What follows belongs to an exercise in optimizing a design on an open flow for small area, a short achievable clock period and few clock cycles; a production flow would make more cautious choices. Where RTL was checked, it was by simulation tests only, not by an equivalence proof against the original. Function not checked in runs 2 and 3: the RTL went through the layout flow alone. Power is estimated from default activity; no workload was simulated.

[run.sh]
#!/bin/bash
# synth_recipe.tcl (not shown) runs the flow's synth.tcl, then flattens the netlist and writes it again
# the make line also repeats each setting of config.mk as NAME=value (left out here)
make -C /OpenROAD-flow-scripts/flow DESIGN_CONFIG=/design/flow/config.mk WORK_HOME=/design/flow/orfs CLKGATE_MAP_FILE= SYNTH_SCRIPT=/design/flow/synth_recipe.tcl finish
[config.mk]
export PLATFORM = sky130hd
export DESIGN_NAME = rdma_ip_decap_integrated
export DESIGN_NICKNAME = rdma_ip_decap_integrated
export VERILOG_FILES = /design/flow/design.v
export SDC_FILE = /design/flow/constraint.sdc
export NUM_CORES = 4
export LEC_CHECK = 0
export CAP_MARGIN = 20
export CORE_MARGIN = 2
export CORE_UTILIZATION = 40
export SLEW_MARGIN = 20
[constraint.sdc]
create_clock -name core_clock -period 9.0 [get_ports {iClk}]
set_input_delay 1.8000 -clock core_clock [delete_from_list [all_inputs] [get_ports {iClk}]]
set_output_delay 1.8000 -clock core_clock [all_outputs]
set_load 0.01 [all_outputs]
[design.v]
`timescale 1ns/1ps
module rdma_ip_decap_integrated #(
    parameter [47:0] LOCAL_MAC  = 48'h000A35010203,
    parameter [15:0] LOCAL_PORT = 16'd5005
)(
    input  wire        iClk,
    input  wire        iRst,
    input  wire [31:0] i_eth_axis_tdata,
    input  wire [3:0]  i_eth_axis_tkeep,
    input  wire        i_eth_axis_tvalid,
    output wire        o_eth_axis_tready,
    input  wire        i_eth_axis_tlast,
    input  wire        i_eth_axis_tuser,
    output wire [31:0] o_payload_axis_tdata,
    output wire [3:0]  o_payload_axis_tkeep,
    output wire        o_payload_axis_tvalid,
    input  wire        i_payload_axis_tready,
    output wire        o_payload_axis_tlast,
    output wire        o_payload_axis_tuser,
    output wire [31:0] o_hdr_src_ip,
    output wire [31:0] o_hdr_dst_ip,
    output wire [15:0] o_hdr_src_port,
    output wire [15:0] o_hdr_dst_port,
    output wire [15:0] o_hdr_payload_len,
    output wire        o_hdr_valid,
    output wire        o_busy,
    output wire        o_error,
    output wire [3:0]  o_error_code,
    output wire        o_stat_pkt_received,
    output wire        o_stat_pkt_dropped,
    output wire [2:0]  o_debug_state
);
wire [31:0] d    = i_eth_axis_tdata;
wire [3:0]  k    = i_eth_axis_tkeep;
wire        tl   = i_eth_axis_tlast;
wire        tu   = i_eth_axis_tuser;
reg  [3:0] bc;       
reg        drop;     
reg        pay;      
reg        pend;     
reg        pk3;      
reg        pu;       
wire hdr_mode = !drop && !pay;
reg [31:0] o_data; reg [3:0] o_keep; reg o_last, o_user, o_valid;
reg [31:0] q_data; reg [3:0] q_keep; reg q_last, q_user, q_valid;
wire out_idle = !pend && !o_valid && !q_valid;
wire tready = drop || (pay ? !q_valid : (!(bc == 4'd6 || bc == 4'd7) || out_idle));
wire hs     = i_eth_axis_tvalid && tready;
wire hh     = hs && hdr_mode;      
reg [3:0]  ec;               
reg [15:0] ca, cb;           
reg [15:0] s_reg;            
reg        hv_r, er_r, rc_r, dr_r;
wire [15:0] cw2 = (bc == 4'd8) ? 16'd0 : d[31:16];
wire [15:0] s1  = ca ^ cb ^ d[15:0];
wire [15:0] c1  = (ca & cb) | (ca & d[15:0]) | (cb & d[15:0]);
wire [15:0] c1r = {c1[14:0], c1[15]};
wire [15:0] s2  = s1 ^ c1r ^ cw2;
wire [15:0] c2  = (s1 & c1r) | (s1 & cw2) | (c1r & cw2);
wire [15:0] c2r = {c2[14:0], c2[15]};
wire ck_ok = (ca == ~cb) || ((ca == 16'h0000) && (cb == 16'h0000)) ||
             ((ca == 16'hFFFF) && (cb == 16'hFFFF));
wire [15:0] w_lo = {d[7:0],   d[15:8]};     
wire [15:0] w_hi = {d[23:16], d[31:24]};    
wire mac_ok = (ec[1] && w_lo == LOCAL_MAC[15:0]) || (ec[0] && w_lo == 16'hFFFF);
wire [3:0] ec3 = (w_lo != 16'h0800)  ? 4'd2 : (d[23:20] != 4'd4) ? 4'd3 :
                 (d[19:16] != 4'd5)  ? 4'd4 : 4'd0;
wire [3:0] ec9 = (ec != 4'd0 && ec < 4'd5) ? ec :
                 !ck_ok               ? 4'd5 :
                 (ec == 4'd6)         ? 4'd6 :
                 (w_lo != LOCAL_PORT) ? 4'd7 : ec;
wire       good9 = (ec9 == 4'd0);
wire       hfail = tl || tu;            
always @(posedge iClk) begin
    if (hh) begin
        case (bc)
            4'd0: ec <= {2'b00,
                         d == {LOCAL_MAC[23:16], LOCAL_MAC[31:24], LOCAL_MAC[39:32], LOCAL_MAC[47:40]},
                         d == 32'hFFFFFFFF};
            4'd1: ec <= mac_ok ? 4'd0 : 4'd1;
            4'd3: if (ec == 4'd0) ec <= ec3;
            4'd4: if (ec == 4'd0 && w_lo < 16'd28) ec <= 4'd8;
            4'd5: if ((ec == 4'd0 || ec == 4'd8) && d[31:24] != 8'h11) ec <= 4'd6;
            4'd9: ec <= ec9;
            default: ;
        endcase
        if (bc == 4'd3) begin
            ca <= d[31:16];
            cb <= 16'd0;
        end else if (bc >= 4'd4 && bc <= 4'd8) begin
            ca <= s2;
            cb <= c2r;
        end else if (bc == 4'd9) begin
            ca <= {w_hi[15:3] - 13'd1, w_hi[2:0]};
        end
    end
    if (hs && (pay || (hdr_mode && (bc == 4'd6 || bc == 4'd7 || bc == 4'd8 || bc == 4'd10))))
        s_reg <= d[31:16];
end
wire push_in = hs && pay;
wire push_fl = pend && !q_valid;
wire push    = push_in || push_fl;
wire pop     = o_valid && i_payload_axis_tready;
wire [31:0] w_data = {d[15:0], s_reg};
wire        w_last = push_in ? (tl && !k[2]) : 1'b1;
wire [3:0]  w_keep = push_in ? (w_last ? {k[1:0], 2'b11} : 4'hF) : {2'b00, pk3, 1'b1};
wire        w_user = push_in ? tu : pu;
always @(posedge iClk) begin
    if (!iRst) begin
        bc <= 4'd0; drop <= 1'b0; pay <= 1'b0;
        pend <= 1'b0; o_valid <= 1'b0; q_valid <= 1'b0;
        hv_r <= 1'b0; er_r <= 1'b0; rc_r <= 1'b0; dr_r <= 1'b0;
    end else begin
        hv_r <= 1'b0; er_r <= 1'b0; rc_r <= 1'b0; dr_r <= 1'b0;
        if (push_fl) pend <= 1'b0;
        if (hs) begin
            if (drop) begin
                if (tl) drop <= 1'b0;
            end else if (pay) begin
                if (tl) begin
                    pay  <= 1'b0;
                    rc_r <= 1'b1;
                    if (k[2]) begin pend <= 1'b1; pk3 <= k[3]; pu <= tu; end
                end
            end else if (bc == 4'd10) begin
                bc <= 4'd0;
                if (tl) begin
                    rc_r <= 1'b1;
                    if (k[2]) begin pend <= 1'b1; pk3 <= k[3]; pu <= tu; end
                end else begin
                    pay <= 1'b1;
                end
            end else if (hfail) begin
                dr_r <= 1'b1;
                bc   <= 4'd0;
                if (!tl) drop <= 1'b1;
            end else if (bc == 4'd9) begin
                if (good9) begin
                    hv_r <= 1'b1;
                    bc   <= 4'd10;
                end else begin
                    er_r <= 1'b1;
                    dr_r <= 1'b1;
                    drop <= 1'b1;
                    bc   <= 4'd0;
                end
            end else begin
                bc <= bc + 4'd1;
            end
        end
        if (q_valid) begin
            if (pop) begin
                o_valid <= 1'b1;
                q_valid <= 1'b0;
            end
        end else if (push) begin
            if (!o_valid || pop) o_valid <= 1'b1;
            else                 q_valid <= 1'b1;
        end else if (pop) begin
            o_valid <= 1'b0;
        end
    end
end
wire hdr7 = hh && bc == 4'd7;
wire hdr8 = hh && bc == 4'd8;
always @(posedge iClk) begin
    if (q_valid) begin
        if (pop) begin
            o_data <= q_data; o_keep <= q_keep; o_last <= q_last; o_user <= q_user;
        end
    end else if (push) begin
        if (!o_valid || pop) begin
            o_data <= w_data; o_keep <= w_keep; o_last <= w_last; o_user <= w_user;
        end else begin
            q_data <= w_data; q_keep <= w_keep; q_last <= w_last; q_user <= w_user;
        end
    end else begin
        if (hdr7) o_data <= w_data;
        if (hdr8) q_data <= w_data;
    end
end
assign o_eth_axis_tready     = tready;
assign o_payload_axis_tdata  = o_data;
assign o_payload_axis_tkeep  = o_keep;
assign o_payload_axis_tvalid = o_valid;
assign o_payload_axis_tlast  = o_last;
assign o_payload_axis_tuser  = o_user;
assign o_hdr_src_ip      = {o_data[7:0], o_data[15:8], o_data[23:16], o_data[31:24]};
assign o_hdr_dst_ip      = {q_data[7:0], q_data[15:8], q_data[23:16], q_data[31:24]};
assign o_hdr_src_port    = {s_reg[7:0], s_reg[15:8]};
assign o_hdr_dst_port    = LOCAL_PORT;    
assign o_hdr_payload_len = ca;
assign o_hdr_valid       = hv_r;
assign o_busy       = drop || pay || (bc != 4'd0);
assign o_error      = er_r;
assign o_error_code = ec;
assign o_stat_pkt_received = rc_r;
assign o_stat_pkt_dropped  = dr_r;
assign o_debug_state       = 3'b000;
endmodule
==> impl_metrics.py, run 1 <==
metrics = {
    "pwr": {
        "ir_drop_mv": 0.1308,
        "power_density_mw_per_mm2": 149.4,
        "power_mw": 1.528,
        "p_leak_nw": 3.600,
    },
    "layout": {
        "layout-drive-gt1-share_pct": 9.670,
        "top_regs": "o_data (32), q_data (32)",
        "syn2layout_area_growth_pct": 31.09,
        "layout.nets": 899,
        "stdcell_area_mm2": 0.01023,
    },
    "sta": {
        "clock_skew_ns": 0.009014,
        "maxSlewHeadroom_pct": 27.24,
        "worst_hold_slack_ns": 0.4891,
        "worstMarginPinSlew_ns": 1.091,
        "drv_slew": 0,
        "post-route-period-util_pct": 46.10,
        "grt_setup_unrepaired": "false",
        "setup_violations": 0,
        "hold_viol_final": 0,
        "tns_ns": 0,
        "fin_crit_ns": 4.149,
        "worst_slack_ns": 4.851,
        "max_freq_ghz": 0.2410,
    },
    "placement": {
        "dp_hpwl_um": 16940,
        "io_buffers": 185,
        "placed_area_mm2": 0.009634,
        "place_worst_setup_slack_ns": 4.653,
        "place_congestion": 0.9699,
    },
    "clock_tree": {
        "clk_path_buf_depth": 2,
        "cts_tree": "done",
        "cts_setup_buffers": 0,
        "hold_buffers": 0,
        "clk_pin_slew_ns": 0.06,
        "numCtsBuffers": 17,
        "cts.sinks": 141,
        "clk_latency_ns": 0.43,
        "h-tree-depth": 4,
        "cts_root_buffer": "clkbuf_16",
        "cts_resized": 0,
    },
    "synth": {
        "ys_seq_elements": 141,
        "synth_edf_count": 128,
        "synth_warnings": 1,
        "syn_area_per_cell_um2": 11.97,
        "synthArstFlopShare_pct": 0,
        "synthFlopType": "edfxtp_1",
        "syn-instance-count": 652,
        "synth_cell_types": 59,
        "ys_top_cells_by_area": "edfxtp_1 49%, fa_1 8.2%, buf_4 5.0%",
        "synth_area_leader_cell": "edfxtp_1",
        "synth_area_mm2": 0.007802,
        "yosys.area.top_type_share_pct": 49.26,
        "yosysSeqAreaShare_pct": 52.60,
    },
    "global_routing": {
        "grt_pass1_vias": 5566,
        "antenna_found_initial": 0,
        "grt_usage_pct": 22.32,
        "grt_pass1_wl_um": 34050,
        "overflow": 0,
        "grt_max_degree": 53,
    },
    "route": {
        "drt_wl_total_um": 22610,
        "postRouteAntennaNets": 0,
        "drcViolationCount": 0,
        "wl_per_cell_um": 20.87,
        "via_per_inst": 5.383,
        "num_vias": 5830,
        "drt_iter0_markers": 528,
        "dr.pass1.iters": 5,
    },
    "floorplanning": {
        "die_w_um": 143.7,
        "fp.dieH_um": 143.7,
        "initial_utilization_pct": 40.49,
        "core_mm2": 0.01927,
        "die_area_mm2": 0.02064,
        "rows": 51,
        "ioPinCount": 206,
    },
    "setup_path": {
        "crit_type": "reg2out",
        "worstSetupStartpointType": "flop",
        "crit_fanout": 4,
        "cp_slowest_cell": "clkdlybuf4s50_1",
        "path_cells": "inv_1 > ha_1 > nor2_1 > nor2_1 > o22ai_1 > nand2b_1 > clkdlybuf4s50_1",
        "critPathTopFamily": "buffers and inverters",
        "cp.required_ns": 7.20,
        "critPathLaunch": "bc[0]$_SDFFE_PN0P_",
        "end_kind": "output port",
        "r2r-start": "bc[3]$_SDFFE_PN0P_",
        "cp_data_arrival_time_ns": 2.35,
        "critPathBufInv": 2,
        "critPathMaxStageDelay_ns": 0.54,
        "cpMostUsedCell": "nor2_1",
    },
    "hold_path": {
        "hold_path_class": "reg2reg",
        "min_from": "s_reg[7]$_DFFE_PP_",
    },
    "flow_run": {
        "cap_violations": 0,
    },
    "run_status": {
        "run_status": "no timing/DRC/antenna violations",
    },
}
logic make-up (layout without fill, tap and decap cells):
| family | count (synthesis) | after routing | synth area share [%] |
|---|---|---|---|
| xor+xnor | 11 | 11 | 1.235 |
| flops | 141 | 141 | 52.60 |
| compound gates | 93 | 93 | 7.649 |
| simple gates | 210 | 210 | 14.30 |
| mux | 34 | 34 | 4.843 |
| buf+inv | 108 | 255 | 7.697 |
| fa+ha+maj | 53 | 53 | 11.58 |
| other cells | 2 | 21 | 0.09625 |
layout make-up:
type	instances	area, µm²
Antenna cell	1	2.502
Clock buffer	17	425.4
Clock inverter	15	163.9
Fill cell	1687	9042
Inverter	36	135.1
Multi-Input combinational cell	421	3196
Sequential cell	141	4108
Tap cell	265	331.6
Timing Repair Buffer	187	1867
layer usage:
metal	part of all wire (%)	global-route usage [%]	wire, µm
met1	43	30.16	9735
met2	47	36.02	10690
met3	7.6	4.998	1722
met4	2.0	6.966	453
met5	0	0	0
worst reg2reg max path, stage by stage, from the launching register on:
cell,delay (ns)
dfxtp_1,0.41
nor2b_1,0.63
nand2_1,0.60
nor2_1,0.29
a21oi_1,0.14
nor2_4,0.75
Yosys cell counts (all sizes together), types with 6 or more instances:
| cell | instances |
|---|---|
| nor3 | 18 |
| nor4 | 18 |
| nand2b | 6 |
| dfxtp | 13 |
| a21oi | 20 |
| nand4 | 20 |
| o21ai | 37 |
| ha | 21 |
| edfxtp | 128 |
| fa | 32 |
| nand2 | 44 |
| clkbuf | 19 |
| nand3 | 13 |
| inv | 36 |
| and2 | 37 |
| xnor2 | 8 |
| mux2 | 30 |
| buf | 53 |
| nor2 | 34 |
placed cells by master, fill, tap and decap left out, drive strengths merged, types with 21 or more instances in the layout:
cell type / count
and2: 37
nor2: 34
nand2: 44
ha: 21
clkdlybuf4s50: 185
mux2: 30
inv: 41
o21ai: 37
fa: 32
edfxtp: 128
stage by stage:
step                cells  utilization (%)
floorplan             670                -
global placement     1050            49.99
detailed placement   1050            49.99
CTS                  1082            53.05
global route         1082            53.06
finish               1083            53.08
path summary, 6_finish.rpt:
| kind | endpoint | slack, ns | cells past startpoint |
|---|---|---|---|
| min | q_data[7]$_DFFE_PP_ | 0.49 | 0 |
| min reg2reg | q_data[7]$_DFFE_PP_ | 0.49 | 0 |
| max reg2reg | q_data[22]$_DFFE_PP_ | 5.78 | 5 |
| max | o_eth_axis_tready | 4.85 | 7 |
power breakdown:
part / total, mW / switching, mW / internal [mW]
logic: 0.107 / 0.0621 / 0.0450
registers: 0.715 / 0.00306 / 0.712
clock network: 0.706 / 0.292 / 0.413
total: 1.53 / 0.358 / 1.17
Testbench counts, summed over its fixed seeds: cycles 43,647.
==> inputs of run 2 (changes only) <==
--- a/design.v
+++ b/design.v
@@ -43,6 +43,6 @@
 wire hdr_mode = !drop && !pay;
-reg [31:0] o_data; reg [3:0] o_keep; reg o_last, o_user, o_valid;
-reg [31:0] q_data; reg [3:0] q_keep; reg q_last, q_user, q_valid;
-wire out_idle = !pend && !o_valid && !q_valid;
-wire tready = drop || (pay ? !q_valid : (!(bc == 4'd6 || bc == 4'd7) || out_idle));
+reg [31:0] o_data; reg [3:1] o_keep; reg o_last, o_user, o_valid;
+reg [31:0] q_data; reg [3:1] q_keep; reg q_last, q_user, q_valid;
+reg  tready;          
+reg  busy_r;
 wire hs     = i_eth_axis_tvalid && tready;
@@ -105,4 +105,59 @@
 wire        w_last = push_in ? (tl && !k[2]) : 1'b1;
-wire [3:0]  w_keep = push_in ? (w_last ? {k[1:0], 2'b11} : 4'hF) : {2'b00, pk3, 1'b1};
+wire [3:1]  w_keep = push_in ? (w_last ? {k[1], 2'b11} : 3'b111) : {2'b00, pk3};
 wire        w_user = push_in ? tu : pu;
+reg  [3:0] bc_n;
+reg        drop_n, pay_n, pend_n, o_valid_n, q_valid_n;
+reg        hv_n, er_n, rc_n, dr_n, set_pend;
+always @* begin
+    bc_n = bc; drop_n = drop; pay_n = pay;
+    hv_n = 1'b0; er_n = 1'b0; rc_n = 1'b0; dr_n = 1'b0; set_pend = 1'b0;
+    if (hs) begin
+        if (drop) begin
+            if (tl) drop_n = 1'b0;
+        end else if (pay) begin
+            if (tl) begin
+                pay_n    = 1'b0;
+                rc_n     = 1'b1;
+                set_pend = k[2];
+            end
+        end else if (bc == 4'd10) begin
+            bc_n = 4'd0;
+            if (tl) begin
+                rc_n     = 1'b1;
+                set_pend = k[2];
+            end else begin
+                pay_n = 1'b1;
+            end
+        end else if (hfail) begin
+            dr_n = 1'b1;
+            bc_n = 4'd0;
+            if (!tl) drop_n = 1'b1;
+        end else if (bc == 4'd9) begin
+            if (good9) begin
+                hv_n = 1'b1;
+                bc_n = 4'd10;
+            end else begin
+                er_n   = 1'b1;
+                dr_n   = 1'b1;
+                drop_n = 1'b1;
+                bc_n   = 4'd0;
+            end
+        end else begin
+            bc_n = bc + 4'd1;
+        end
+    end
+    pend_n = set_pend || (pend && !push_fl);
+    o_valid_n = o_valid; q_valid_n = q_valid;
+    if (q_valid) begin
+        if (pop) q_valid_n = 1'b0;
+    end else if (push) begin
+        if (!o_valid || pop) o_valid_n = 1'b1;
+        else                 q_valid_n = 1'b1;
+    end else if (pop) begin
+        o_valid_n = 1'b0;
+    end
+end
+wire tready_n = drop_n ||
+                (pay_n ? !q_valid_n
+                       : !(bc_n == 4'd6 && (pend_n || o_valid_n || q_valid_n)));
 always @(posedge iClk) begin
@@ -112,51 +167,15 @@
         hv_r <= 1'b0; er_r <= 1'b0; rc_r <= 1'b0; dr_r <= 1'b0;
+        tready <= 1'b1; busy_r <= 1'b0;
     end else begin
-        hv_r <= 1'b0; er_r <= 1'b0; rc_r <= 1'b0; dr_r <= 1'b0;
-        if (push_fl) pend <= 1'b0;
-        if (hs) begin
-            if (drop) begin
-                if (tl) drop <= 1'b0;
-            end else if (pay) begin
-                if (tl) begin
-                    pay  <= 1'b0;
-                    rc_r <= 1'b1;
-                    if (k[2]) begin pend <= 1'b1; pk3 <= k[3]; pu <= tu; end
-                end
-            end else if (bc == 4'd10) begin
-                bc <= 4'd0;
-                if (tl) begin
-                    rc_r <= 1'b1;
-                    if (k[2]) begin pend <= 1'b1; pk3 <= k[3]; pu <= tu; end
-                end else begin
-                    pay <= 1'b1;
-                end
-            end else if (hfail) begin
-                dr_r <= 1'b1;
-                bc   <= 4'd0;
-                if (!tl) drop <= 1'b1;
-            end else if (bc == 4'd9) begin
-                if (good9) begin
-                    hv_r <= 1'b1;
-                    bc   <= 4'd10;
-                end else begin
-                    er_r <= 1'b1;
-                    dr_r <= 1'b1;
-                    drop <= 1'b1;
-                    bc   <= 4'd0;
-                end
-            end else begin
-                bc <= bc + 4'd1;
-            end
-        end
-        if (q_valid) begin
-            if (pop) begin
-                o_valid <= 1'b1;
-                q_valid <= 1'b0;
-            end
-        end else if (push) begin
-            if (!o_valid || pop) o_valid <= 1'b1;
-            else                 q_valid <= 1'b1;
-        end else if (pop) begin
-            o_valid <= 1'b0;
-        end
+        bc <= bc_n; drop <= drop_n; pay <= pay_n;
+        pend <= pend_n; o_valid <= o_valid_n; q_valid <= q_valid_n;
+        hv_r <= hv_n; er_r <= er_n; rc_r <= rc_n; dr_r <= dr_n;
+        tready <= tready_n;
+        busy_r <= drop_n || pay_n || (bc_n != 4'd0);
+    end
+end
+always @(posedge iClk) begin
+    if (set_pend) begin
+        pk3 <= k[3];
+        pu  <= tu;
     end
@@ -183,3 +202,3 @@
 assign o_payload_axis_tdata  = o_data;
-assign o_payload_axis_tkeep  = o_keep;
+assign o_payload_axis_tkeep  = {o_keep, 1'b1};    
 assign o_payload_axis_tvalid = o_valid;
@@ -193,3 +212,3 @@
 assign o_hdr_valid       = hv_r;
-assign o_busy       = drop || pay || (bc != 4'd0);
+assign o_busy       = busy_r;
 assign o_error      = er_r;
==> flow/run.sh (new file) <==
#!/bin/bash
# The standard layout, except that the port buffers inserted before global
# placement are plain buf_1 cells instead of the default delay-cell choice.
set -euo pipefail
export BUFFER_PORTS_ARGS="-buffer_cell sky130_fd_sc_hd__buf_1"
bash standard.sh > standard_flow.log 2>&1
==> standard.sh (new file) <==
#!/bin/bash
# synth_recipe.tcl (not shown) runs the flow's synth.tcl, then flattens the netlist and writes it again
# the make line also repeats each setting of config.mk as NAME=value (left out here)
make -C /OpenROAD-flow-scripts/flow DESIGN_CONFIG=/design/flow/config.mk WORK_HOME=/design/flow/orfs CLKGATE_MAP_FILE= SYNTH_SCRIPT=/design/flow/synth_recipe.tcl "${@:-finish}"
--- a/config.mk
+++ b/config.mk
@@ -7,2 +7,3 @@
 export LEC_CHECK = 0
+export ABC_CLOCK_PERIOD_IN_PS = 2500
 export CAP_MARGIN = 20
@@ -10,2 +11,3 @@
 export CORE_UTILIZATION = 40
+export SETUP_SLACK_MARGIN = 5
 export SLEW_MARGIN = 20
removed: run.sh
==> run 2 against run 1 <==
Compared with the run above:
- still clean on timing, DRC and antenna
- sequential share of layout area increased by 4.8 points
- worst hold slack lost 0.0060 ns
- via count fell by 3.0%
- critical path depth down 2
- wire length fell by 6.8%
- first-iteration DRC count shrank 34%
- flip-flop and latch count grew 2
- global-route usage shrank 1.9 points
- design area fell by 9.8%
- setup slack improved by 0.30 ns
- non-clock buffer count increased by 1
- combinational power is 15% lower
- largest cell class unchanged
- highest routed layer unchanged
==> impl_metrics.py, run 2 <==
metrics = {
    "setup_path": {
        "critPathLaunch": "i_eth_axis_tvalid",
        "reg2reg_to": "cb[0]$_SDFFCE_PP0P_",
        "regToRegSetupSlack_ns": 6.20,
        "crit_type": "in2reg",
        "cp_data_arrival_time_ns": 3.90,
        "r2r-start": "bc[0]$_SDFF_PN0_",
        "end_kind": "flop",
        "worstSetupStartpointType": "input pin",
        "cp.required_ns": 9.05,
        "crit_path_end": "o_data[26]$_DFFE_PP_",
        "reg2reg_depth": 3,
        "crit_fanout": 16,
    },
    "clock_tree": {
        "cts_root_buffer": "clkbuf_16",
        "cts_resized": 0,
        "numCtsBuffers": 17,
        "hold_buffers": 0,
        "clk_pin_slew_ns": 0.06,
        "cts_tree": "done",
        "clk_latency_ns": 0.43,
        "cts_setup_buffers": 0,
        "h-tree-depth": 4,
        "clk_path_buf_depth": 2,
        "cts.sinks": 143,
    },
    "synth": {
        "syn_area_per_cell_um2": 11.99,
        "synth_edf_count": 128,
        "yosys.area.top_type_share_pct": 48.70,
        "syn-instance-count": 658,
        "synth_area_leader_cell": "edfxtp_1",
        "synth.most_common_cell": "edfxtp_1",
        "synthFlopType": "edfxtp_1",
        "yosysSeqAreaShare_pct": 52.50,
        "ys_seq_elements": 143,
        "synth_warnings": 1,
        "ys_top_cells_by_area": "edfxtp_1 49%, fa_1 8.1%, buf_4 4.9%",
        "synthArstFlopShare_pct": 0,
        "synth_area_mm2": 0.007893,
        "synth_cell_types": 58,
        "netlist_top_cells_count": "128 x edfxtp_1, 57 x nand2_1, 52 x buf_4",
    },
    "layout": {
        "finish.utilization_pct": 47.54,
        "syn2layout_area_growth_pct": 16.84,
        "top_regs": "o_data (32), q_data (32)",
        "stdcell_area_mm2": 0.009221,
        "antenna_cells": 0,
        "layout.nets": 908,
        "final_cell_mix": "184 x buf_1, 128 x edfxtp_1, 57 x nand2_1",
        "layout-drive-gt1-share_pct": 10.41,
        "layout_commonest_cell": "buf_1",
    },
    "route": {
        "via_per_inst": 5.184,
        "dr.pass1.iters": 5,
        "num_vias": 5656,
        "postRouteAntennaNets": 0,
        "wl_per_cell_um": 19.30,
        "drcViolationCount": 0,
        "drt_iter0_markers": 350,
        "drt_wl_total_um": 21060,
    },
    "floorplanning": {
        "rows": 51,
        "ioPinCount": 206,
        "fp.dieH_um": 144.5,
        "die_area_mm2": 0.02087,
        "initial_utilization_pct": 40.69,
        "die_w_um": 144.5,
        "core_mm2": 0.01940,
    },
    "placement": {
        "place_congestion": 0.8874,
        "io_buffers": 184,
        "placed_area_mm2": 0.008558,
        "dp_hpwl_um": 15490,
    },
    "sta": {
        "maxSlewHeadroom_pct": 30.08,
        "post-route-period-util_pct": 42.73,
        "hold_viol_final": 0,
        "tns_ns": 0,
        "clock_skew_ns": 0.01035,
        "max_freq_ghz": 0.2600,
        "fin_crit_ns": 3.846,
        "drv_slew": 0,
        "setup_violations": 0,
        "grt_setup_unrepaired": "true",
        "worstMarginPinSlew_ns": 1.049,
    },
    "pwr": {
        "power_mw": 1.545,
        "ir_drop_mv": 0.1036,
        "power_density_mw_per_mm2": 167.6,
        "p_sw_mw": 0.3531,
        "power_frac_comb_pct": 5.9,
        "power_frac_seq_pct": 46.9,
        "p_leak_nw": 3.119,
        "power.internal_mw": 1.192,
        "sw_frac_of_total_pct": 22.85,
        "clock_power_share_pct": 47.3,
    },
    "flow_run": {
        "cap_violations": 0,
    },
    "hold_path": {
        "hold_path_class": "reg2reg",
    },
    "global_routing": {
        "grt_pass1_wl_um": 31180,
        "antenna_found_initial": 0,
        "grt_max_degree": 52,
        "overflow": 0,
        "grt_usage_pct": 20.42,
        "grt_pass1_vias": 5332,
    },
    "run_status": {
        "run_status": "no timing/DRC/antenna violations",
    },
}
run 2: cell types whose count changed after synthesis, sizes merged, moves of 4 or more:
cell    previous run  this run
inv               36        28
nand2             44        57
clkbuf            19        14
or4                2         6
nor3              18        11
nor4b              0         4
a21oi             20        15
o21ai             37        42
nand4             20        24
buf               53        57
run 2: power groups by stage:
stage,clock network [mW],logic [mW],registers (mW)
6_report,0.730,0.0908,0.724
3_3_place_gp,0,0.0893,0.739
2_1_floorplan,0,0.0558,0.739
4_1_cts,0.743,0.0910,0.724
5_1_grt,0.767,0.102,0.724
3_5_place_dp,0,0.0900,0.739
run 2: worst max-delay path, stage by stage:
cell     delay [ns]
buf_1          0.11
nand2_1        0.22
nor3_1         0.63
nand3_1        0.44
a21oi_4        0.67
run 2: cell families (layout without fill, tap and decap cells):
logic type | Yosys count | in the layout | share of synthesized area [%]
fa+ha+maj | 53 | 53 | 11.45
flops | 143 | 143 | 52.50
simple gates | 228 | 228 | 15.76
other cells | 2 | 20 | 0.09515
compound gates | 87 | 88 | 6.722
xor+xnor | 10 | 10 | 1.110
mux | 35 | 35 | 4.930
buf+inv | 100 | 249 | 7.435
run 2: final cells by class:
type / instances / area, µm²
fill: 1807 / 10180
sequential: 143 / 4148
multi-input combinational: 434 / 3282
timing repair buffer: 188 / 740.7
clock buffer: 17 / 425.4
tap: 265 / 331.6
clock inverter: 15 / 185.2
inverter: 29 / 108.9
run 2: how the worst min path moves through the flow:
stage | start | cells after the start | slack, ns | end
after floorplan | pend$_SDFF_PN0_ | 2 | 0.49 | pend$_SDFF_PN0_
after global placement | s_reg[8]$_DFFE_PP_ | 0 | 0.46 | q_data[8]$_DFFE_PP_
after detailed placement | s_reg[8]$_DFFE_PP_ | 0 | 0.46 | q_data[8]$_DFFE_PP_
after CTS | s_reg[8]$_DFFE_PP_ | 0 | 0.48 | q_data[8]$_DFFE_PP_
after global routing | s_reg[13]$_DFFE_PP_ | 0 | 0.50 | q_data[13]$_DFFE_PP_
final | s_reg[8]$_DFFE_PP_ | 0 | 0.48 | q_data[8]$_DFFE_PP_
run 2: layer usage:
layer,GRT usage (%),up-vias,wire [µm]
met5,0,-,0
met4,7.205,0,358
met3,3.344,25,1401
met2,33.00,252,10080
met1,28.00,2746,9222
li1,-,2633,-
run 2: metrics by stage:
step / hold WS (ns) / instances / setup slack, ns
final: 0.4831 / 1091 / 5.154
after CTS: 0.4806 / 1089 / 5.059
after floorplan: 0.4900 / 676 / 5.078
after global routing: 0.5045 / 1091 / 4.970
after global placement: 0.4650 / 1057 / 4.609
after detailed placement: 0.4648 / 1057 / 4.604
==> inputs of run 3 (changes only) <==
==> run.sh (new file) <==
#!/bin/bash
# synth_recipe.tcl (not shown) runs the flow's synth.tcl, then flattens the netlist and writes it again
# the make line also repeats each setting of config.mk as NAME=value (left out here)
make -C /OpenROAD-flow-scripts/flow DESIGN_CONFIG=/design/flow/config.mk WORK_HOME=/design/flow/orfs CLKGATE_MAP_FILE= SYNTH_SCRIPT=/design/flow/synth_recipe.tcl finish
removed: flow/run.sh
removed: standard.sh
==> run 3 against run 2 <==
Compared with the run above:
- still clean on timing, DRC and antenna
- clock-buffer cell count up 1
- combinational power up 17%
- power up 3.2%
- worst hold slack about the same
- critical path type unchanged
- critical endpoint is now tready$_SDFF_PN1_
- largest cell class unchanged
==> impl_metrics.py, run 3 <==
metrics = {
    "run_status": {
        "run_status": "no timing/DRC/antenna violations",
    },
    "synth": {
        "synth_warnings": 1,
        "syn-instance-count": 658,
        "synth_cell_types": 58,
        "yosysSeqAreaShare_pct": 52.50,
        "synth_edf_count": 128,
        "ys_seq_elements": 143,
        "synthArstFlopShare_pct": 0,
        "syn_area_per_cell_um2": 11.99,
        "synthFlopType": "edfxtp_1",
        "synth.most_common_cell": "edfxtp_1",
        "synth_area_leader_cell": "edfxtp_1",
        "yosys.area.top_type_share_pct": 48.70,
        "ys_top_cells_by_area": "edfxtp_1 49%, fa_1 8.1%, buf_4 4.9%",
        "netlist_top_cells_count": "128 x edfxtp_1, 57 x nand2_1, 52 x buf_4",
        "synth_area_mm2": 0.007893,
    },
    "placement": {
        "io_buffers": 184,
        "place_worst_setup_slack_ns": 4.197,
        "post-place-cells": 1056,
        "dp_hpwl_um": 16480,
        "place_congestion": 0.9130,
        "placed_area_mm2": 0.009702,
    },
    "setup_path": {
        "end_kind": "flop",
        "reg2reg_depth": 3,
        "cp.required_ns": 9.30,
        "crit_type": "in2reg",
        "worstSetupStartpointType": "input pin",
        "cp_data_arrival_time_ns": 4.20,
        "crit_fanout": 5,
    },
    "sta": {
        "grt_setup_unrepaired": "false",
        "post-route-period-util_pct": 43.25,
        "drv_slew": 0,
        "tns_ns": 0,
        "worst_slack_ns": 5.107,
        "max_freq_ghz": 0.2569,
        "setup_violations": 0,
        "worstMarginPinSlew_ns": 1.079,
        "worst_hold_slack_ns": 0.4832,
        "fin_crit_ns": 3.893,
        "clock_skew_ns": 0.01319,
        "maxSlewHeadroom_pct": 28.07,
        "hold_viol_final": 0,
    },
    "clock_tree": {
        "cts_tree": "done",
        "hold_buffers": 0,
        "clk_path_buf_depth": 2,
        "cts_root_buffer": "clkbuf_16",
        "clk_latency_ns": 0.43,
        "h-tree-depth": 4,
        "cts.sinks": 143,
        "numCtsBuffers": 17,
        "clk_pin_slew_ns": 0.06,
    },
    "route": {
        "via_per_inst": 5.321,
        "drt_iter0_markers": 478,
        "num_vias": 5843,
        "drt_wl_total_um": 22720,
        "drcViolationCount": 0,
        "dr.pass1.iters": 5,
        "postRouteAntennaNets": 0,
        "wl_per_cell_um": 20.69,
    },
    "layout": {
        "layout_commonest_cell": "clkdlybuf4s50_1",
        "antenna_cells": 0,
        "stdcell_area_mm2": 0.01054,
        "layout-drive-gt1-share_pct": 11.88,
        "finish.utilization_pct": 54.33,
        "syn2layout_area_growth_pct": 33.53,
        "layout.nets": 915,
        "final_cell_mix": "174 x clkdlybuf4s50_1, 128 x edfxtp_1, 57 x nand2_1",
        "fin_cells": 1098,
        "top_regs": "o_data (32), q_data (32)",
    },
    "pwr": {
        "power_density_mw_per_mm2": 151.4,
        "ir_drop_mv": 0.1277,
        "p_leak_nw": 3.782,
        "power_mw": 1.596,
    },
    "global_routing": {
        "grt_max_degree": 53,
        "grt_pass1_wl_um": 33960,
        "grt_pass1_vias": 5656,
        "antenna_found_initial": 0,
        "grt_usage_pct": 22.05,
        "overflow": 0,
    },
    "floorplanning": {
        "ioPinCount": 206,
        "die_area_mm2": 0.02087,
        "core_mm2": 0.01940,
        "initial_utilization_pct": 40.69,
        "fp.dieH_um": 144.5,
        "rows": 51,
        "die_w_um": 144.5,
    },
    "flow_run": {
        "cap_violations": 0,
    },
    "hold_path": {
        "hold_path_class": "reg2reg",
        "hold_depth": 0,
    },
}
## run 3: cell count changes in the layout (fill, tap and decap cells not counted), moves of 2 or more
cell / change
clkdlybuf4s50_1: +174
dlymetal6s2s_1: +10
inv_1: -2
nor3_1: -2
inv_2: +2
buf_4: +4
buf_1: -184
buf_12: +3
## run 3: cell type report
class	count	area [µm²]
fillers	1708	8860
clock inverters	14	207.7
multi-input cells	435	3334
clock buffers	18	429.2
well taps	265	331.6
repair buffers	194	1979
flip-flops and latches	143	4148
inverters	29	108.9
## run 3: report_power, final
part	switching (mW)	internal, mW	total (mW)
registers	0.00288	0.721	0.724
logic	0.0620	0.0441	0.106
clock network	0.295	0.471	0.765
total	0.359	1.24	1.60
## run 3: worst paths after layout
check	slack, ns	from	to
hold / removal	0.48	s_reg[7]$_DFFE_PP_	q_data[7]$_DFFE_PP_
setup / recovery	5.11	i_eth_axis_tdata[0]	tready$_SDFF_PN1_
setup reg to reg	6.22	bc[0]$_SDFF_PN0_	cb[11]$_SDFFCE_PP0P_
hold reg to reg	0.48	s_reg[7]$_DFFE_PP_	q_data[7]$_DFFE_PP_
## run 3: cell families after synthesis
| group | count (synthesis) | synth area share (%) |
|---|---|---|
| adder cells (fa/ha/maj) | 53 | 11.45 |
| buffers and inverters | 100 | 7.435 |
| flip-flops | 143 | 52.50 |
| XOR/XNOR | 10 | 1.110 |
| AO/OA/AOI/OAI | 87 | 6.722 |
| other | 2 | 0.09515 |
| AND/OR/NAND/NOR | 228 | 15.76 |
| multiplexers | 35 | 4.930 |
## run 3: layer usage
metal	track usage, %	vias up	wire length (µm)
li1	-	2641	-
met1	28.91	2869	9438
met2	36.57	304	11060
met3	4.967	29	1820
met4	6.898	0	401
met5	0	-	0
## run 3: worst max-delay path, cell delays in order
cell,delay [ns]
clkdlybuf4s50_1,0.62
and3_1,0.21
nand3_1,0.14
nor3_4,0.36
and4_1,0.24
a211oi_1,0.11
a2111o_1,0.30
a2111o_1,0.41
## run 3: repair_timing
| action | 4_1_cts | 5_1_grt |
|---|---|---|
| pin swaps | 3 | 2 |
| cloned | 2 | 0 |
| endpoints found under the setup margin | 71 | 22 |
| gates resized for setup | 7 | 12 |
| setup buffers | 7 | 1 |
==> inputs of run 4 (changes only) <==
--- a/design.v
+++ b/design.v
@@ -53,5 +53,8 @@
 reg        hv_r, er_r, rc_r, dr_r;
+wire        b3  = (bc == 4'd3);
+wire [15:0] ya  = b3 ? 16'hFFF7 : ca;
+wire [15:0] yb  = b3 ? 16'h0000 : cb;
 wire [15:0] cw2 = (bc == 4'd8) ? 16'd0 : d[31:16];
-wire [15:0] s1  = ca ^ cb ^ d[15:0];
-wire [15:0] c1  = (ca & cb) | (ca & d[15:0]) | (cb & d[15:0]);
+wire [15:0] s1  = ya ^ yb ^ d[15:0];
+wire [15:0] c1  = (ya & yb) | (ya & d[15:0]) | (yb & d[15:0]);
 wire [15:0] c1r = {c1[14:0], c1[15]};
@@ -86,6 +89,3 @@
         endcase
-        if (bc == 4'd3) begin
-            ca <= d[31:16];
-            cb <= 16'd0;
-        end else if (bc >= 4'd4 && bc <= 4'd8) begin
+        if (bc >= 4'd3 && bc <= 4'd8) begin
             ca <= s2;
@@ -182,18 +182,15 @@
 end
-wire hdr7 = hh && bc == 4'd7;
-wire hdr8 = hh && bc == 4'd8;
-always @(posedge iClk) begin
-    if (q_valid) begin
-        if (pop) begin
+wire hold_o = hdr_mode && (bc == 4'd8 || bc == 4'd9 || bc == 4'd10);
+wire o_load = q_valid ? pop : ((!o_valid || pop) && !hold_o);
+wire q_load = !q_valid && ((o_valid && !pop) || (hdr_mode && bc == 4'd8));
+always @(posedge iClk) begin
+    if (o_load) begin
+        if (q_valid) begin
             o_data <= q_data; o_keep <= q_keep; o_last <= q_last; o_user <= q_user;
+        end else begin
+            o_data <= w_data; o_keep <= w_keep; o_last <= w_last; o_user <= w_user;
         end
-    end else if (push) begin
-        if (!o_valid || pop) begin
-            o_data <= w_data; o_keep <= w_keep; o_last <= w_last; o_user <= w_user;
-        end else begin
-            q_data <= w_data; q_keep <= w_keep; q_last <= w_last; q_user <= w_user;
-        end
-    end else begin
-        if (hdr7) o_data <= w_data;
-        if (hdr8) q_data <= w_data;
+    end
+    if (q_load) begin
+        q_data <= w_data; q_keep <= w_keep; q_last <= w_last; q_user <= w_user;
     end
==> flow/run.sh (new file) <==
#!/bin/bash
# The standard layout (standard.sh), with two changes: the port buffers
# inserted before global placement are plain buf_1 cells instead of the
# default delay-cell choice, and timing repair aims for a setup slack of
# 6.0 ns at the 9 ns clock, i.e. a period well under the constraint.
set -euo pipefail
export BUFFER_PORTS_ARGS="-buffer_cell sky130_fd_sc_hd__buf_1"
bash standard.sh SETUP_SLACK_MARGIN=6.0 finish > standard_flow.log 2>&1
==> standard.sh (new file) <==
#!/bin/bash
# synth_recipe.tcl (not shown) runs the flow's synth.tcl, then flattens the netlist and writes it again
# the make line also repeats each setting of config.mk as NAME=value (left out here)
make -C /OpenROAD-flow-scripts/flow DESIGN_CONFIG=/design/flow/config.mk WORK_HOME=/design/flow/orfs CLKGATE_MAP_FILE= SYNTH_SCRIPT=/design/flow/synth_recipe.tcl "${@:-finish}"
--- a/config.mk
+++ b/config.mk
@@ -11,3 +11,2 @@
 export CORE_UTILIZATION = 40
-export SETUP_SLACK_MARGIN = 5
 export SLEW_MARGIN = 20
removed: run.sh
==> run 4 against run 3 <==
Compared with the run above:
- register-to-register slack worse by 0.04 ns
- critical path depth down 2
- sequential share of layout area up 3.7 points
- area after synthesis down 0.17%
- synthesized cell count up 5.3%
- core utilization down 4.7 points
- cell count up 3.1%
- via count up 0.15%
- die area down 0.17%
- flip-flop and latch count unchanged
- highest routed layer unchanged
==> impl_metrics.py, run 4 <==
metrics = {
    "run_status": {
        "run_status": "no timing/DRC/antenna violations",
    },
    "setup_path": {
        "cp_data_arrival_time_ns": 3.33,
        "cp.required_ns": 9.31,
        "end_kind": "flop",
        "crit_type": "in2reg",
        "crit_fanout": 7,
        "worstSetupStartpointType": "input pin",
    },
    "pwr": {
        "ir_drop_mv": 0.1300,
        "power_density_mw_per_mm2": 170.0,
        "p_leak_nw": 3.432,
    },
    "floorplanning": {
        "initial_utilization_pct": 40.62,
        "ioPinCount": 206,
        "rows": 51,
        "die_area_mm2": 0.02084,
        "core_mm2": 0.01940,
        "fp.dieH_um": 144.3,
        "die_w_um": 144.3,
    },
    "layout": {
        "syn2layout_area_growth_pct": 22.17,
        "top_regs": "o_data (32), q_data (32)",
        "multi_input_area_mm2": 0.003342,
        "antenna_cells": 0,
        "final_cell_mix": "159 x buf_1, 128 x edfxtp_1, 74 x nand2_1",
        "layout_commonest_cell": "buf_1",
        "fillers": 1782,
        "fin_cells": 1132,
        "layout-drive-gt1-share_pct": 17.65,
        "layout.nets": 933,
        "register_area_mm2": 0.004145,
        "stdcell_area_mm2": 0.009625,
    },
    "route": {
        "dr.pass1.iters": 5,
        "drcViolationCount": 0,
        "drt_iter0_markers": 384,
        "wl_per_cell_um": 19.07,
        "num_vias": 5852,
        "via_per_inst": 5.170,
        "postRouteAntennaNets": 0,
        "drt_wl_total_um": 21590,
    },
    "synth": {
        "synth_cell_types": 60,
        "syn-instance-count": 693,
        "synth_area_mm2": 0.007879,
        "synthArstFlopShare_pct": 0,
        "synth_area_leader_cell": "edfxtp_1",
        "yosys.area.top_type_share_pct": 48.79,
        "ys_seq_elements": 143,
        "muxShareOfSynthArea_pct": 3.414,
        "yosys.area_share.adder_pct": 8.925,
        "synthSimpleGateAreaFrac_pct": 16.12,
        "yosysSeqAreaShare_pct": 52.60,
        "netlist_top_cells_count": "128 x edfxtp_1, 76 x nand2_1, 52 x buf_4",
        "syn_area_per_cell_um2": 11.37,
        "synthFlopType": "edfxtp_1",
        "synth_warnings": 1,
        "synth_compound_area_share_pct": 7.130,
        "synth_edf_count": 128,
        "ys_top_cells_by_area": "edfxtp_1 49%, fa_1 8.1%, buf_4 5.0%",
        "synth.most_common_cell": "edfxtp_1",
        "synth-xor-area-share_pct": 3.335,
        "synth_top_family_by_area": "simple AND/OR/NAND/NOR gates",
    },
    "clock_tree": {
        "cts_root_buffer": "clkbuf_16",
        "clk_pin_slew_ns": 0.07,
        "h-tree-depth": 4,
        "cts_tree": "done",
        "cts.sinks": 143,
        "clk_latency_ns": 0.43,
        "numCtsBuffers": 17,
        "clk_path_buf_depth": 2,
    },
    "sta": {
        "tns_ns": 0,
        "post-route-period-util_pct": 33.55,
        "grt_setup_unrepaired": "true",
        "hold_viol_final": 0,
        "fin_crit_ns": 3.019,
        "worstMarginPinSlew_ns": 0.7565,
        "maxSlewHeadroom_pct": 49.44,
        "max_freq_ghz": 0.3312,
        "drv_slew": 0,
        "clock_skew_ns": 0.01388,
        "setup_violations": 0,
    },
    "placement": {
        "io_buffers": 184,
        "place_congestion": 0.9188,
        "post-place-cells": 1086,
        "placed_area_mm2": 0.008716,
        "dp_hpwl_um": 16100,
    },
    "global_routing": {
        "antenna_found_initial": 0,
        "grt_usage_pct": 21.12,
        "grt_max_degree": 53,
        "grt_pass1_vias": 5546,
        "overflow": 0,
        "grt_pass1_wl_um": 32450,
    },
    "flow_run": {
        "cap_violations": 0,
    },
    "hold_path": {
        "hold_path_class": "reg2reg",
    },
}
-- run 4: critical path, cell delays in order --
cell and delay, ns:
buf_1 0.16, or4bb_4 0.57, a32oi_1 0.21, o31ai_2 0.11
a211o_1 0.23, o31a_1 0.24
-- run 4: what timing repair did --
item,in CTS,in global routing
gates cloned,0,0
resized for setup,27,38
setup endpoints to repair,63,27
hold buffers,0,0
pin swaps,5,11
setup buffers,10,4
-- run 4: logic make-up after synthesis --
kind of cell               Yosys count
buffers and inverters              124
AOI/OAI and AO/OA                   88
and+or+nand+nor                    245
DFF                                143
muxes                               24
adders and majority gates           37
xor gates and xnor gates            30
other                                2
-- run 4: worst paths after layout --
kind	cells past startpoint	from	to	slack [ns]
worst min-delay path	0	s_reg[14]$_DFFE_PP_	q_data[14]$_DFFE_PP_	0.49
worst min register to register	0	s_reg[14]$_DFFE_PP_	q_data[14]$_DFFE_PP_	0.49
worst max register to register	7	bc[0]$_SDFF_PN0_	ca[15]$_DFFE_PP_	6.18
worst max-delay path	6	i_eth_axis_tvalid	busy_r$_SDFF_PN0_	5.98
-- run 4: area by class of cell --
type / instances / share of cell area, %
Inverter: 46 / 2.574
Sequential cell: 143 / 43.07
Clock inverter: 15 / 2.431
Multi-Input combinational cell: 444 / 34.72
Tap cell: 265 / 3.445
Clock buffer: 17 / 4.420
Timing Repair Buffer: 202 / 9.346
-- run 4: per-stage QoR --
stage	util, %	hold slack [ns]	setup slack (ns)	total power, mW
3_3_place_gp	44.93	0.4627	5.254	0.8447
4_1_cts	48.99	0.4844	5.895	1.642
5_1_grt	49.62	0.5023	5.909	1.687
3_5_place_dp	44.93	0.4675	5.207	0.8457
2_1_floorplan	-	0.4771	5.797	0.8122
6_report	49.62	0.4902	5.981	1.636
-- run 4: power by group --
part	switching, mW	internal [mW]	total, mW
combinational	0.0713	0.0396	0.111
clock	0.315	0.480	0.795
sequential	0.00477	0.725	0.730
total	0.391	1.24	1.64
-- run 4: routing by layer --
metal	vias to the layer above	GRT usage, %	routed length (µm)
li1	2730	-	-
met1	2830	29.58	9620
met2	266	33.28	10090
met3	26	4.868	1592
met4	0	5.468	293
met5	-	0	0
Testbench counts of run 4, summed over its fixed seeds: cycles 43,647.
==> inputs of run 5 (changes only) <==
==> flow/run.sh (replaced) <==
#!/bin/bash
# The standard layout (standard.sh), with two changes: the port buffers
# inserted before global placement are plain buf_1 cells instead of the
# default delay-cell choice, and timing repair aims for a setup slack of
# 6.5 ns at the 9 ns clock, i.e. a period well under the constraint.
set -euo pipefail
export BUFFER_PORTS_ARGS="-buffer_cell sky130_fd_sc_hd__buf_1"
bash standard.sh SETUP_SLACK_MARGIN=6.5 finish > standard_flow.log 2>&1
==> run 5 against run 4 <==
Compared with the run above:
- still clean
- worst hold slack worse by 0.0081 ns
- wire length is 13% higher
- critical path depth is 1 higher
- critical path type unchanged
==> impl_metrics.py, run 5 <==
metrics = {
    "run_status": {
        "run_status": "no timing/DRC/antenna violations",
    },
    "synth": {
        "synth_warnings": 1,
        "synthFlopType": "edfxtp_1",
        "syn-instance-count": 693,
        "synth.most_common_cell": "edfxtp_1",
        "synth_cell_types": 60,
        "synth_area_mm2": 0.007879,
        "yosysSeqAreaShare_pct": 52.60,
        "synth_area_leader_cell": "edfxtp_1",
        "yosys.area.top_type_share_pct": 48.79,
        "syn_area_per_cell_um2": 11.37,
        "netlist_top_cells_count": "128 x edfxtp_1, 76 x nand2_1, 52 x buf_4",
        "synth_edf_count": 128,
        "synthArstFlopShare_pct": 0,
        "ys_top_cells_by_area": "edfxtp_1 49%, fa_1 8.1%, buf_4 5.0%",
        "ys_seq_elements": 143,
    },
    "pwr": {
        "ir_drop_mv": 0.1212,
        "p_leak_nw": 4.347,
        "power_density_mw_per_mm2": 149.1,
    },
    "clock_tree": {
        "cts.sinks": 143,
        "clk_pin_slew_ns": 0.07,
        "numCtsBuffers": 17,
        "hold_buffers": 0,
        "h-tree-depth": 4,
        "cts_tree": "done",
        "cts_root_buffer": "clkbuf_16",
        "clk_latency_ns": 0.43,
        "clk_path_buf_depth": 2,
    },
    "layout": {
        "register_area_mm2": 0.004154,
        "layout-drive-gt1-share_pct": 44.78,
        "syn2layout_area_growth_pct": 40.24,
        "multi_input_area_mm2": 0.003608,
        "finish.utilization_pct": 56.96,
        "antenna_cells": 0,
        "top_regs": "o_data (32), q_data (32)",
        "layout_commonest_cell": "edfxtp_1",
        "final_cell_mix": "128 x edfxtp_1, 105 x clkbuf_2, 77 x buf_4",
        "fillers": 1634,
        "stdcell_area_mm2": 0.01105,
        "layout.nets": 1004,
    },
    "hold_path": {
        "hold_depth": 0,
        "hold_path_class": "reg2reg",
        "min_from": "s_reg[13]$_DFFE_PP_",
        "whs_endpoint": "q_data[13]$_DFFE_PP_",
    },
    "placement": {
        "dp_hpwl_um": 16350,
        "placed_area_mm2": 0.008838,
        "io_buffers": 184,
        "place_congestion": 0.8862,
    },
    "flow_run": {
        "cap_violations": 0,
    },
    "setup_path": {
        "cp.required_ns": 9.18,
        "reg2reg_depth": 7,
        "end_kind": "flop",
        "crit_fanout": 3,
        "worstSetupStartpointType": "input pin",
        "r2r-start": "bc[0]$_SDFF_PN0_",
        "reg2reg_to": "ca[3]$_DFFE_PP_",
        "cp_data_arrival_time_ns": 3.17,
        "regToRegSetupSlack_ns": 6.31,
        "crit_type": "in2reg",
    },
    "floorplanning": {
        "die_area_mm2": 0.02084,
        "core_mm2": 0.01940,
        "ioPinCount": 206,
        "fp.dieH_um": 144.3,
        "initial_utilization_pct": 40.62,
        "rows": 51,
        "die_w_um": 144.3,
    },
    "route": {
        "wl_per_cell_um": 20.20,
        "drcViolationCount": 0,
        "num_vias": 6309,
        "postRouteAntennaNets": 0,
        "drt_iter0_markers": 400,
        "dr.pass1.iters": 6,
        "drt_wl_total_um": 24300,
        "via_per_inst": 5.244,
    },
    "sta": {
        "post-route-period-util_pct": 33.26,
        "fin_crit_ns": 2.994,
        "setup_violations": 0,
        "clock_skew_ns": 0.01752,
        "hold_viol_final": 0,
        "worstMarginPinSlew_ns": 0.7826,
        "tns_ns": 0,
        "grt_setup_unrepaired": "true",
        "maxSlewHeadroom_pct": 47.44,
        "drv_slew": 0,
        "max_freq_ghz": 0.3341,
    },
    "global_routing": {
        "grt_max_degree": 53,
        "antenna_found_initial": 0,
        "overflow": 0,
        "grt_pass1_vias": 6005,
        "grt_pass1_wl_um": 35330,
        "grt_usage_pct": 23.23,
    },
}
==> run 5: cell counts after synthesis <==
No cell type changed its count.
==> run 5: cell type report <==
cell class / instances / share of cell area (%)
Timing Repair Buffer: 273 / 18.60
Tap cell: 265 / 3.001
Inverter: 46 / 2.310
Clock buffer: 17 / 3.850
Sequential cell: 143 / 37.59
Multi-Input combinational cell: 444 / 32.66
Clock inverter: 15 / 1.982
==> run 5: worst max-delay path, cell delays in order <==
cell        delay (ns)
buf_8             0.09
clkinvlp_4        0.15
fa_2              0.57
inv_2             0.04
fa_2              0.41
nand2_1           0.06
o21ai_1           0.06
==> run 5: how the worst max path moves through the flow <==
stage                         startpoint           endpoint  slack, ns  cells past startpoint
floorplan           i_eth_axis_tdata[11]   ca[11]$_DFFE_PP_       5.80                      6
global placement     i_eth_axis_tdata[0]  busy_r$_SDFF_PN0_       5.23                      7
detailed placement     i_eth_axis_tvalid    ca[8]$_DFFE_PP_       5.24                      3
CTS                  i_eth_axis_tdata[2]  busy_r$_SDFF_PN0_       5.99                      8
global route         i_eth_axis_tdata[9]    ca[9]$_DFFE_PP_       5.98                      7
finish               i_eth_axis_tdata[9]    ca[9]$_DFFE_PP_       6.01                      7
==> run 5: stage by stage <==
| stage | hold slack [ns] | setup slack, ns | total power [mW] | cells |
|---|---|---|---|---|
| final | 0.4821 | 6.006 | 1.648 | 1203 |
| after global routing | 0.5044 | 5.978 | 1.695 | 1203 |
| after CTS | 0.4802 | 5.991 | 1.647 | 1182 |
| after detailed placement | 0.4671 | 5.243 | 0.8504 | 1086 |
| after global placement | 0.4617 | 5.233 | 0.8503 | 1086 |
| after floorplan | 0.4771 | 5.797 | 0.8166 | 711 |
==> run 5: where the power goes <==
group          switching, mW  internal [mW]
clock network          0.318          0.451
registers            0.00465          0.725
logic                 0.0823         0.0665
total                  0.405           1.24
==> run 5: timing repair <==
item                       in CTS  in global routing
buffers inserted               63                 21
resized for setup             196                145
pin swaps                      27                 13
setup endpoints to repair     319                268
gates cloned                    1                  0
==> run 5: kinds of logic (layout without fill, tap and decap cells) <==
kind of cell | after synthesis | count (layout) | synth area share (%)
mux | 24 | 24 | 3.414
buf+inv | 124 | 351 | 8.385
fa+ha+maj | 37 | 37 | 8.925
flops | 143 | 143 | 52.60
other cells | 2 | 20 | 0.09532
simple gates | 245 | 245 | 16.12
compound gates | 88 | 88 | 7.131
xor+xnor | 30 | 30 | 3.335
==> run 5: per-layer routing <==
metal  up-vias  global-route usage, %  share of wire [%]
met5         -                      0                  0
met4         0                  6.285                1.5
met3        26                  5.397                7.4
met2       306                  37.24                 48
met1      3109                  31.87                 43
li1       2868                      -                  -
==> inputs of run 6 (changes only) <==
==> flow/run.sh (replaced) <==
#!/bin/bash
# The standard layout (standard.sh) with these changes: the port buffers
# inserted before global placement are plain buf_1 cells instead of the
# default delay-cell choice, and timing repair aims for a setup slack of
# 6.0 ns at the 9 ns clock, i.e. a period well under the constraint.
set -euo pipefail
export BUFFER_PORTS_ARGS="-buffer_cell sky130_fd_sc_hd__buf_1"
# Clock tree without dummy balancing loads.
export CTS_ARGS="-sink_clustering_enable -repair_clock_nets -dont_use_dummy_load"
bash standard.sh SETUP_SLACK_MARGIN=6.0 finish > standard_flow.log 2>&1
==> run 6 against run 5 <==
Compared with the run above:
- flip-flop and latch count did not move
- clock power fell by 27%
- sequential power barely moved
- combinational power fell by 26%
- setup slack got worse by 0.059 ns
- wire length fell by 11%
- critical path depth rose by 1
- power fell by 15%
- critical path type unchanged
- non-clock buffer count fell by 75
- design area fell by 15%
- sequential share of layout area rose by 6.5 points
- clock-buffer cell count did not move
==> impl_metrics.py, run 6 <==
metrics = {
    "setup_path": {
        "critPathLaunch": "i_eth_axis_tdata[15]",
        "r2r-start": "bc[0]$_SDFF_PN0_",
        "end_kind": "flop",
        "crit_fanout": 5,
        "crit_type": "in2reg",
        "regToRegSetupSlack_ns": 6.23,
        "cp.required_ns": 9.29,
        "worstSetupStartpointType": "input pin",
        "reg2reg_to": "ca[15]$_DFFE_PP_",
        "reg2reg_depth": 7,
        "cp_data_arrival_time_ns": 3.34,
        "crit_path_end": "busy_r$_SDFF_PN0_",
    },
    "pwr": {
        "power.internal_mw": 1.092,
        "sw_frac_of_total_pct": 22.23,
        "power_density_mw_per_mm2": 149.4,
        "p_leak_nw": 3.305,
        "power_frac_comb_pct": 7.9,
        "power_frac_seq_pct": 52.1,
        "p_sw_mw": 0.3121,
        "ir_drop_mv": 0.1279,
        "clock_power_share_pct": 40.0,
    },
    "run_status": {
        "run_status": "no timing/DRC/antenna violations",
    },
    "route": {
        "num_vias": 5805,
        "dr.pass1.iters": 5,
        "drcViolationCount": 0,
        "postRouteAntennaNets": 0,
        "drt_iter0_markers": 350,
        "drt_wl_total_um": 21510,
        "wl_per_cell_um": 19.33,
        "via_per_inst": 5.216,
    },
    "global_routing": {
        "grt_pass1_wl_um": 32370,
        "grt_usage_pct": 21.03,
        "grt_pass1_vias": 5519,
        "overflow": 0,
        "grt_max_degree": 53,
        "antenna_found_initial": 0,
    },
    "clock_tree": {
        "clk_pin_slew_ns": 0.06,
        "h-tree-depth": 4,
        "cts.sinks": 143,
        "clk_latency_ns": 0.42,
        "cts_tree": "done",
        "cts_root_buffer": "clkbuf_16",
        "numCtsBuffers": 17,
        "clk_path_buf_depth": 2,
    },
    "floorplanning": {
        "fp.dieH_um": 144.3,
        "die_area_mm2": 0.02084,
        "core_mm2": 0.01940,
        "die_w_um": 144.3,
        "initial_utilization_pct": 40.62,
        "ioPinCount": 206,
        "rows": 51,
    },
    "layout": {
        "final_cell_mix": "159 x buf_1, 128 x edfxtp_1, 74 x nand2_1",
        "top_regs": "o_data (32), q_data (32)",
        "fillers": 1805,
        "layout-drive-gt1-share_pct": 15.80,
        "layout.nets": 929,
        "layout_commonest_cell": "buf_1",
        "syn2layout_area_growth_pct": 19.28,
        "antenna_cells": 0,
    },
    "synth": {
        "synth_area_mm2": 0.007879,
        "ys_seq_elements": 143,
        "yosysSeqAreaShare_pct": 52.60,
        "synth_edf_count": 128,
        "synthArstFlopShare_pct": 0,
        "syn_area_per_cell_um2": 11.37,
        "yosys.area.top_type_share_pct": 48.79,
        "synth_area_leader_cell": "edfxtp_1",
        "netlist_top_cells_count": "128 x edfxtp_1, 76 x nand2_1, 52 x buf_4",
        "ys_top_cells_by_area": "edfxtp_1 49%, fa_1 8.1%, buf_4 5.0%",
        "synthFlopType": "edfxtp_1",
        "synth_warnings": 1,
        "syn-instance-count": 693,
        "synth_cell_types": 60,
        "synth.most_common_cell": "edfxtp_1",
    },
    "sta": {
        "post-route-period-util_pct": 33.92,
        "hold_viol_final": 0,
        "grt_setup_unrepaired": "true",
        "tns_ns": 0,
        "fin_crit_ns": 3.053,
        "maxSlewHeadroom_pct": 50.01,
        "max_freq_ghz": 0.3276,
        "setup_violations": 0,
        "worst_slack_ns": 5.947,
        "worstMarginPinSlew_ns": 0.7480,
        "worst_hold_slack_ns": 0.4821,
        "drv_slew": 0,
        "clock_skew_ns": 0.03284,
    },
    "placement": {
        "io_buffers": 184,
        "place_worst_setup_slack_ns": 5.207,
        "dp_hpwl_um": 16100,
        "place_congestion": 0.9188,
    },
    "hold_path": {
        "hold_path_class": "reg2reg",
        "min_from": "s_reg[8]$_DFFE_PP_",
    },
    "flow_run": {
        "cap_violations": 0,
    },
}
[run 6: cell counts after synthesis]
No cell type changed its count.
[run 6: cell families after synthesis]
kind of cell / after synthesis / share of synthesized area [%]
flops: 143 / 52.60
mux: 24 / 3.414
other cells: 2 / 0.09532
compound gates: 88 / 7.131
xor+xnor: 30 / 3.335
simple gates: 245 / 16.12
fa+ha+maj: 37 / 8.925
buf+inv: 124 / 8.385
[run 6: final cells by class]
class	count	area, µm²	share of cell area (%)
inverters	46	247.7	2.636
well taps	265	331.6	3.528
repair buffers	198	897.1	9.546
flip-flops and latches	143	4145	44.11
clock buffers	17	425.4	4.527
multi-input cells	444	3351	35.65
[run 6: power by group through the flow]
| stage | combinational, mW | sequential (mW) | clock (mW) |
|---|---|---|---|
| after floorplan | 0.0654 | 0.747 | 0 |
| after global placement | 0.0994 | 0.745 | 0 |
| final | 0.111 | 0.731 | 0.562 |
| after detailed placement | 0.100 | 0.745 | 0 |
| after global routing | 0.124 | 0.732 | 0.598 |
| after CTS | 0.106 | 0.731 | 0.574 |
[run 6: worst min path at each step]
stage | end | slack [ns] | cells past startpoint
floorplan | pend$_SDFF_PN0_ | 0.48 | 2
global placement | q_data[9]$_DFFE_PP_ | 0.46 | 0
detailed placement | q_data[9]$_DFFE_PP_ | 0.47 | 0
CTS | q_data[8]$_DFFE_PP_ | 0.48 | 0
global route | q_data[8]$_DFFE_PP_ | 0.50 | 0
finish | q_data[8]$_DFFE_PP_ | 0.48 | 0
[run 6: critical path, cell delays in order]
cell and delay [ns]:
buf_2 0.18, and3_1 0.19, nand3_1 0.15, nor3_4 0.21
buf_6 0.16, o311ai_4 0.11, a211o_1 0.28, o31a_1 0.24
[run 6: timing repair]
action                                  CTS  global route
hold buffers                              0             0
pin swaps                                 5            11
endpoints found under the setup margin   63            27
gates resized for setup                  31            36
setup buffers                             8             2
[run 6: layer usage]
layer,vias to the layer above,GRT usage (%),part of all wire [%]
li1,2711,-,-
met2,260,32.95,46
met1,2809,29.55,46
met4,0,5.621,1.3
met3,25,4.801,6.6
met5,-,0,0
[run 6: through the flow]
stage	std cells	util, %	cell area [µm²]	total power, mW
after floorplan	711	-	8165	0.8122
after global placement	1086	44.93	8716	0.8447
after detailed placement	1086	44.93	8716	0.8457
after CTS	1111	47.88	9288	1.412
after global routing	1113	48.45	9398	1.454
final	1113	48.45	9398	1.404
==> inputs of run 7 (changes only) <==
--- a/flow/run.sh
+++ b/flow/run.sh
@@ -7,4 +7,3 @@
 export BUFFER_PORTS_ARGS="-buffer_cell sky130_fd_sc_hd__buf_1"
-# Clock tree without dummy balancing loads.
-export CTS_ARGS="-sink_clustering_enable -repair_clock_nets -dont_use_dummy_load"
+
 bash standard.sh SETUP_SLACK_MARGIN=6.0 finish > standard_flow.log 2>&1
--- a/config.mk
+++ b/config.mk
@@ -7,3 +7,3 @@
 export LEC_CHECK = 0
-export ABC_CLOCK_PERIOD_IN_PS = 2500
+export ABC_AREA = 1
 export CAP_MARGIN = 20
==> run 7 against run 6 <==
Compared with the run above:
- still clean on timing, DRC and antenna
- setup slack improved by 0.067 ns
- wire length grew 12%
- worst hold slack got worse by 0.0051 ns
- highest routed layer unchanged
==> impl_metrics.py, run 7 <==
metrics = {
    "setup_path": {
        "cp_slowest_cell": "fa_1",
        "reg2reg_depth": 11,
        "crit_type": "in2reg",
        "r2r-start": "bc[0]$_SDFF_PN0_",
        "critPathLaunch": "i_eth_axis_tdata[6]",
        "cp.depth": 8,
        "worstSetupStartpointType": "input pin",
        "critPathMaxStageDelay_ns": 0.47,
    },
    "layout": {
        "layout.nets": 1141,
        "top_regs": "o_data (32), q_data (32)",
        "layout-drive-gt1-share_pct": 16.67,
        "final_cell_mix": "213 x nand2_1, 162 x buf_1, 128 x edfxtp_1",
        "antenna_cells": 0,
        "stdcell_area_mm2": 0.01007,
        "layout_commonest_cell": "nand2_1",
    },
    "placement": {
        "io_buffers": 184,
        "dp_hpwl_um": 17610,
    },
    "route": {
        "drt_wl_total_um": 24080,
        "postRouteAntennaNets": 0,
    },
    "synth": {
        "yosysSeqAreaShare_pct": 51.66,
        "syn-instance-count": 882,
        "ys_top_cells_by_area": "edfxtp_1 48%, nand2_1 10%, fa_1 8.0%",
        "synth_area_mm2": 0.008021,
        "synth_area_leader_cell": "edfxtp_1",
        "netlist_top_cells_count": "221 x nand2_1, 128 x edfxtp_1, 124 x inv_1",
        "synthFlopType": "edfxtp_1",
        "synth.most_common_cell": "nand2_1",
        "synth_edf_count": 128,
    },
    "sta": {
        "worst_hold_slack_ns": 0.4770,
        "max_freq_ghz": 0.3349,
        "hold_viol_final": 0,
        "grt_setup_unrepaired": "true",
        "fin_crit_ns": 2.986,
        "setup_violations": 0,
        "clock_skew_ns": 0.01449,
    },
    "floorplanning": {
        "ioPinCount": 206,
        "core_mm2": 0.01959,
        "initial_utilization_pct": 40.95,
        "die_w_um": 145.6,
        "die_area_mm2": 0.02120,
    },
    "pwr": {
        "power.internal_mw": 1.160,
        "power_frac_comb_pct": 8.4,
        "power_mw": 1.560,
        "ir_drop_mv": 0.1258,
    },
    "hold_path": {
        "min_from": "s_reg[8]$_DFFE_PP_",
    },
    "global_routing": {
        "grt_pass1_wl_um": 36470,
        "antenna_found_initial": 0,
        "grt_pass1_vias": 6300,
    },
    "run_status": {
        "run_status": "no timing/DRC/antenna violations",
    },
}
## run 7: changes by cell type in the layout (fill, tap and decap cells not counted), sizes merged, moves of 7 or more
cell	change
nand2	+153
inv	+94
nor2	+81
mux2	-23
and2	-22
buf	+18
xor2	-17
nand3	+12
nor3	-9
nand2b	-8
xnor2	-7
## run 7: cell type report
| type | instances | area (µm²) |
|---|---|---|
| Clock buffer | 17 | 425.4 |
| Clock inverter | 14 | 145.1 |
| Multi-Input combinational cell | 556 | 3318 |
| Inverter | 133 | 618.1 |
| Fill cell | 1842 | 9524 |
| Sequential cell | 143 | 4145 |
| Timing Repair Buffer | 211 | 1082 |
| Tap cell | 265 | 331.6 |
## run 7: worst paths after layout
path | end
max | ca[6]$_DFFE_PP_
min | q_data[8]$_DFFE_PP_
max reg2reg | ca[5]$_DFFE_PP_
min reg2reg | q_data[8]$_DFFE_PP_
## run 7: power groups by stage
stage               registers [mW]  clock network, mW  logic [mW]
floorplan                    0.747                  0      0.0675
global placement             0.746                  0       0.107
detailed placement           0.746                  0       0.108
CTS                          0.731              0.709       0.113
global route                 0.732              0.735       0.142
finish                       0.731              0.698       0.131
## run 7: layer usage
| layer | GRT usage [%] | vias up | share of wire [%] |
|---|---|---|---|
| met5 | 0 | - | 0 |
| met4 | 6.961 | 0 | 2.1 |
| met3 | 4.389 | 55 | 7.9 |
| met2 | 37.46 | 321 | 48 |
| met1 | 30.43 | 3143 | 42 |
| li1 | - | 3124 | - |
## run 7: what timing repair did
action | in CTS | in global routing
resized for setup | 42 | 91
pin swaps | 6 | 34
cloned | 1 | 0
setup endpoints to repair | 79 | 43
setup buffers | 10 | 13
hold buffers | 0 | 0
## run 7: cell families (layout without fill, tap and decap cells)
| logic type | count (synthesis) | count (layout) | synth area share, % |
|---|---|---|---|
| AND/OR/NAND/NOR | 421 | 422 | 22.15 |
| buffers and inverters | 202 | 375 | 11.89 |
| flip-flops | 143 | 143 | 51.66 |
| AO/OA/AOI/OAI | 71 | 71 | 4.789 |
| adder cells (fa/ha/maj) | 37 | 37 | 8.766 |
| XOR/XNOR | 6 | 6 | 0.6551 |
| other | 2 | 20 | 0.09362 |
## run 7: stage by stage
step	util, %	instances	setup WS [ns]
CTS	49.33	1326	5.916
global placement	45.40	1284	5.169
global route	51.38	1339	5.935
detailed placement	45.40	1284	5.129
floorplan	-	900	5.840
finish	51.38	1339	6.014
## run 7: worst register-to-register path: stages, from the launching register on
cell	delay (ns)
dfxtp_1	0.37
ha_1	0.23
inv_1	0.25
nor2_4	0.08
clkinvlp_4	0.08
buf_4	0.19
nand2_1	0.16
fa_1	0.57
inv_1	0.06
fa_1	0.43
nor2_1	0.13
a31oi_1	0.05

Setup slack of run 7, layout unchanged: 6.014 ns with ideal ports, 5.965 ns with driving cells assumed (clock clkbuf_16, inputs buf_2), 5.499 ns with port delays also shifted by the 0.466 ns mid clock arrival.
